Background: an optimization exercise with open tools, aiming at small area, a short achievable clock period and few clock cycles. Do not read the settings as production practice.
RTL that was checked went through simulation tests only; none was proved equivalent to the original.
The flow treats the clock pin as an ideal source. Dropping or thinning the clock tree relies on that and would not hold on a real chip.
No activity file was given, so power comes from the tool's default toggle rates.

==> module LZ77_Encoder, before the edit <==
module LZ77_Encoder(clk,reset,chardata,valid,encode,finish,offset,match_len,char_nxt);
input 				clk;
input 				reset;
input 		[7:0] 	chardata;
output  			valid;
output  			encode;
output  			finish;
output 		[3:0] 	offset;
output 		[2:0] 	match_len;
output 	 	[7:0] 	char_nxt;
reg					valid;
reg					finish;
reg			[3:0]	offset;
reg			[2:0]	match_len;
reg			[3:0]	ch;			 
reg					ch5;		 
reg			[3:0]	H [0:8];	 
reg			[6:0]	E [0:8];	 
reg			[11:0]	lfsr;		 
reg					ended;		 
reg			[2:0]	skip;		 
reg					done;		 
integer 	d, j;
assign encode = valid;
assign char_nxt = {2'b00, ch5, 1'b0, ch};
wire		inrange = ~ended;			 
always @(posedge clk or posedge reset)
begin
	if (reset)
	begin
		lfsr <= 12'hce2;
		ended <= 1'b0;
		for (d = 0; d < 9; d = d + 1)
			H[d] <= 4'd0;
	end
	else
	begin
		lfsr <= {lfsr[10:0], lfsr[11] ^ lfsr[10]};
		ended <= ended | (lfsr == 12'h800);
		H[0] <= chardata[3:0] ^ 4'd3;
		for (d = 1; d < 9; d = d + 1)
			H[d] <= H[d-1];
	end
end
always @(posedge clk)
begin
	for (d = 0; d < 9; d = d + 1)
		E[d] <= {E[d][5:0], inrange & ((chardata[3:0] ^ 4'd3) == H[d])};
end
reg			[7:0]	a [0:8];	 
reg			[7:0]	A;			 
reg			[3:0]	off [1:7];	 
reg			[2:0]	L;
reg			[3:0]	S;
reg			[3:0]	X;			 
wire		[3:0]	C [0:7];	 
reg					last;		 
assign C[7] = chardata[3:0] ^ 4'd3;
assign C[6] = H[0];
assign C[5] = H[1];
assign C[4] = H[2];
assign C[3] = H[3];
assign C[2] = H[4];
assign C[1] = H[5];
assign C[0] = H[6];
always @(*)
begin
	for (d = 0; d < 9; d = d + 1)
	begin
		a[d][0] = 1'b1;
		for (j = 1; j < 8; j = j + 1)
			a[d][j] = a[d][j-1] & E[d][7-j];
	end
	for (j = 0; j < 8; j = j + 1)
	begin
		A[j] = 1'b0;
		for (d = 0; d < 9; d = d + 1)
			A[j] = A[j] | a[d][j];
	end
	for (j = 1; j < 8; j = j + 1)
	begin
		off[j] = 4'd0;
		for (d = 0; d < 9; d = d + 1)
			if (a[d][j]) off[j] = d;
	end
	L = 3'd0;
	S = 4'd0;
	X = C[0];
	for (j = 1; j < 8; j = j + 1)
		if (A[j])
		begin
			L = j;
			S = off[j];
			X = C[j];
		end
	last = 1'b0;
	for (j = 0; j < 8; j = j + 1)
		last = last | (lfsr[j] & A[7-j]);
	last = last & ended;
end
wire				emit = (skip == 3'd0) & ~done;
always @(posedge clk)
begin
	offset <= S;
	match_len <= L;
	ch <= X ^ 4'd3;
	ch5 <= last;
	valid <= emit;
	finish <= done;
end
always @(posedge clk or posedge reset)
begin
	if (reset)
	begin
		skip <= 3'd7;
		done <= 1'b0;
	end
	else
	begin
		skip <= emit ? L : skip - 3'd1;
		done <= done | (emit & last);
	end
end
endmodule
export LEC_CHECK = 0
export CAP_MARGIN = 20
export CORE_MARGIN = 2
export CORE_UTILIZATION = 50
export PLACE_DENSITY = 0.85
export SLEW_MARGIN = 20
create_clock -name core_clock -period 10.0 [get_ports {clk}]
standard.sh (not shown) runs the stock make flow with config.mk's settings and CLKGATE_MAP_FILE= SYNTH_SCRIPT=/design/flow/synth_recipe.tcl, a recipe that flattens the netlist after the stock synthesis.
==> flow/flow/run.sh <==
#!/bin/bash
# Own layout flow: the standard flow (standard.sh), with
#  - synthesis by flow/synth.tcl: the standard synthesis script, but ABC
#    maps the logic with an area-oriented script (flow/abc_area.script),
#  - port buffers of buf_2 instead of the default clkdlybuf4s50_1,
#  - a larger setup target for ORFS's timing repair,
#  - a one-level clock tree (flow/cts.tcl) in place of TritonCTS.
# Each step's full output goes to a log file of its own in this folder.
set -euo pipefail
export FLOW_DIR_OWN=$PWD/flow
export OWN_ABC_SCRIPT=$PWD/flow/abc_area.script
export MCT_COLS=${MCT_COLS:-2}
export MCT_ROWS=${MCT_ROWS:-2}
VARS=("SYNTH_SCRIPT=$PWD/flow/synth.tcl" "BUFFER_PORTS_ARGS=-buffer_cell sky130_fd_sc_hd__buf_2" "SETUP_SLACK_MARGIN=7.4")
bash standard.sh "${VARS[@]}" place > flow_place.log 2>&1
bash standard.sh "${VARS[@]}" run RUN_SCRIPT=$PWD/flow/cts.tcl RUN_LOG_NAME_STEM=4_1_cts > flow_cts.log 2>&1
bash standard.sh "${VARS[@]}" finish > flow_finish.log 2>&1
Other scripts of this flow, unchanged in this note and not shown: flow/flow/abc_area.script, flow/flow/clkbuf.tcl, flow/flow/cts.tcl, flow/flow/synth.tcl
The starting point finished with timing, DRC and antenna clean.
Testbench counts at the start, summed over its fixed seeds: cycles 12,332.
Then changed:
--- a/flow/design.v
+++ b/flow/design.v
@@ -46,13 +46,14 @@
 begin
 	for (d = 0; d < 9; d = d + 1)
 		E[d] <= {E[d][5:0], inrange & ((chardata[3:0] ^ 4'd3) == H[d])};
 end
 reg			[7:0]	a [0:8];	 
 reg			[7:0]	A;			 
-reg			[3:0]	off [1:7];	 
+reg			[7:0]	sel;		 
+reg			[8:0]	M;			 
 reg			[2:0]	L;
 reg			[3:0]	S;
 reg			[3:0]	X;			 
 wire		[3:0]	C [0:7];	 
 reg					last;		 
 assign C[7] = chardata[3:0] ^ 4'd3;
@@ -74,26 +75,26 @@
 	for (j = 0; j < 8; j = j + 1)
 	begin
 		A[j] = 1'b0;
 		for (d = 0; d < 9; d = d + 1)
 			A[j] = A[j] | a[d][j];
 	end
-	for (j = 1; j < 8; j = j + 1)
-	begin
-		off[j] = 4'd0;
-		for (d = 0; d < 9; d = d + 1)
-			if (a[d][j]) off[j] = d;
-	end
+	for (j = 0; j < 8; j = j + 1)
+		sel[j] = A[j] & ~(j < 7 ? A[j+1] : 1'b0);
+	for (d = 0; d < 9; d = d + 1)
+		M[d] = |(a[d] & sel);
+	S = 4'd0;
+	for (d = 0; d < 9; d = d + 1)
+		if (M[d]) S = d;
+	if (~A[1]) S = 4'd0;
 	L = 3'd0;
-	S = 4'd0;
 	X = C[0];
 	for (j = 1; j < 8; j = j + 1)
 		if (A[j])
 		begin
 			L = j;
-			S = off[j];
 			X = C[j];
 		end
 	last = 1'b0;
 	for (j = 0; j < 8; j = j + 1)
 		last = last | (lfsr[j] & A[7-j]);
 	last = last & ended;
Outcome: The changed run finished clean; sequential power came out higher by about 1%; first-iteration DRC count came out lower by 14%; design area came out higher by 6.4%; sequential cell count stays the same; setup slack degrades by 0.059 ns; final cell count does not change; clock skew came out lower by 0.0040 ns; maximum frequency came out lower by 2.2%; synthesized cell count came out lower by 6.2%; utilization came out higher by 6.2 points.
Only the layout flow was run in the second run of this note; the RTL was not checked for function there. In every run of this note, the design's own scripts or RTL, not TritonCTS, make the clock network.

## re-timing with driven ports
Ports are ideal in the flow. The routed layouts listed here were re-timed in OpenROAD. Step 1: set_driving_cell puts a clkbuf_16 on clk and a buf_2 on each other input, an assumption about the parent block. Step 2 adds t to the input delays and takes it off the output delays; t is the mean of the earliest and latest rising clock arrival at the registers after step 1. Input paths then give back, and output paths get back, about the clock's delay inside the block. a / b / c = no drivers / after step 1 / after step 2; a / b = the first two.
run | shift t [ns] | slack for setup (ns) | worst hold slack (ns) | worst register clock-pin slew, ns | worst slew at a driven data input, ns
the first run | 0.247 | 7.347 / 7.267 / 7.258 | 0.352 / 0.352 / 0.352 | 0.12 / 0.12 | 0.04
the second run | 0.246 | 7.288 / 7.287 / 7.178 | 0.353 / 0.353 / 0.353 | 0.11 / 0.11 | 0.04
After both steps setup and hold are still met in every run listed. The setup slack of the second run, which loses most, moves by -0.001 ns with the drivers and by -0.110 ns with both steps.
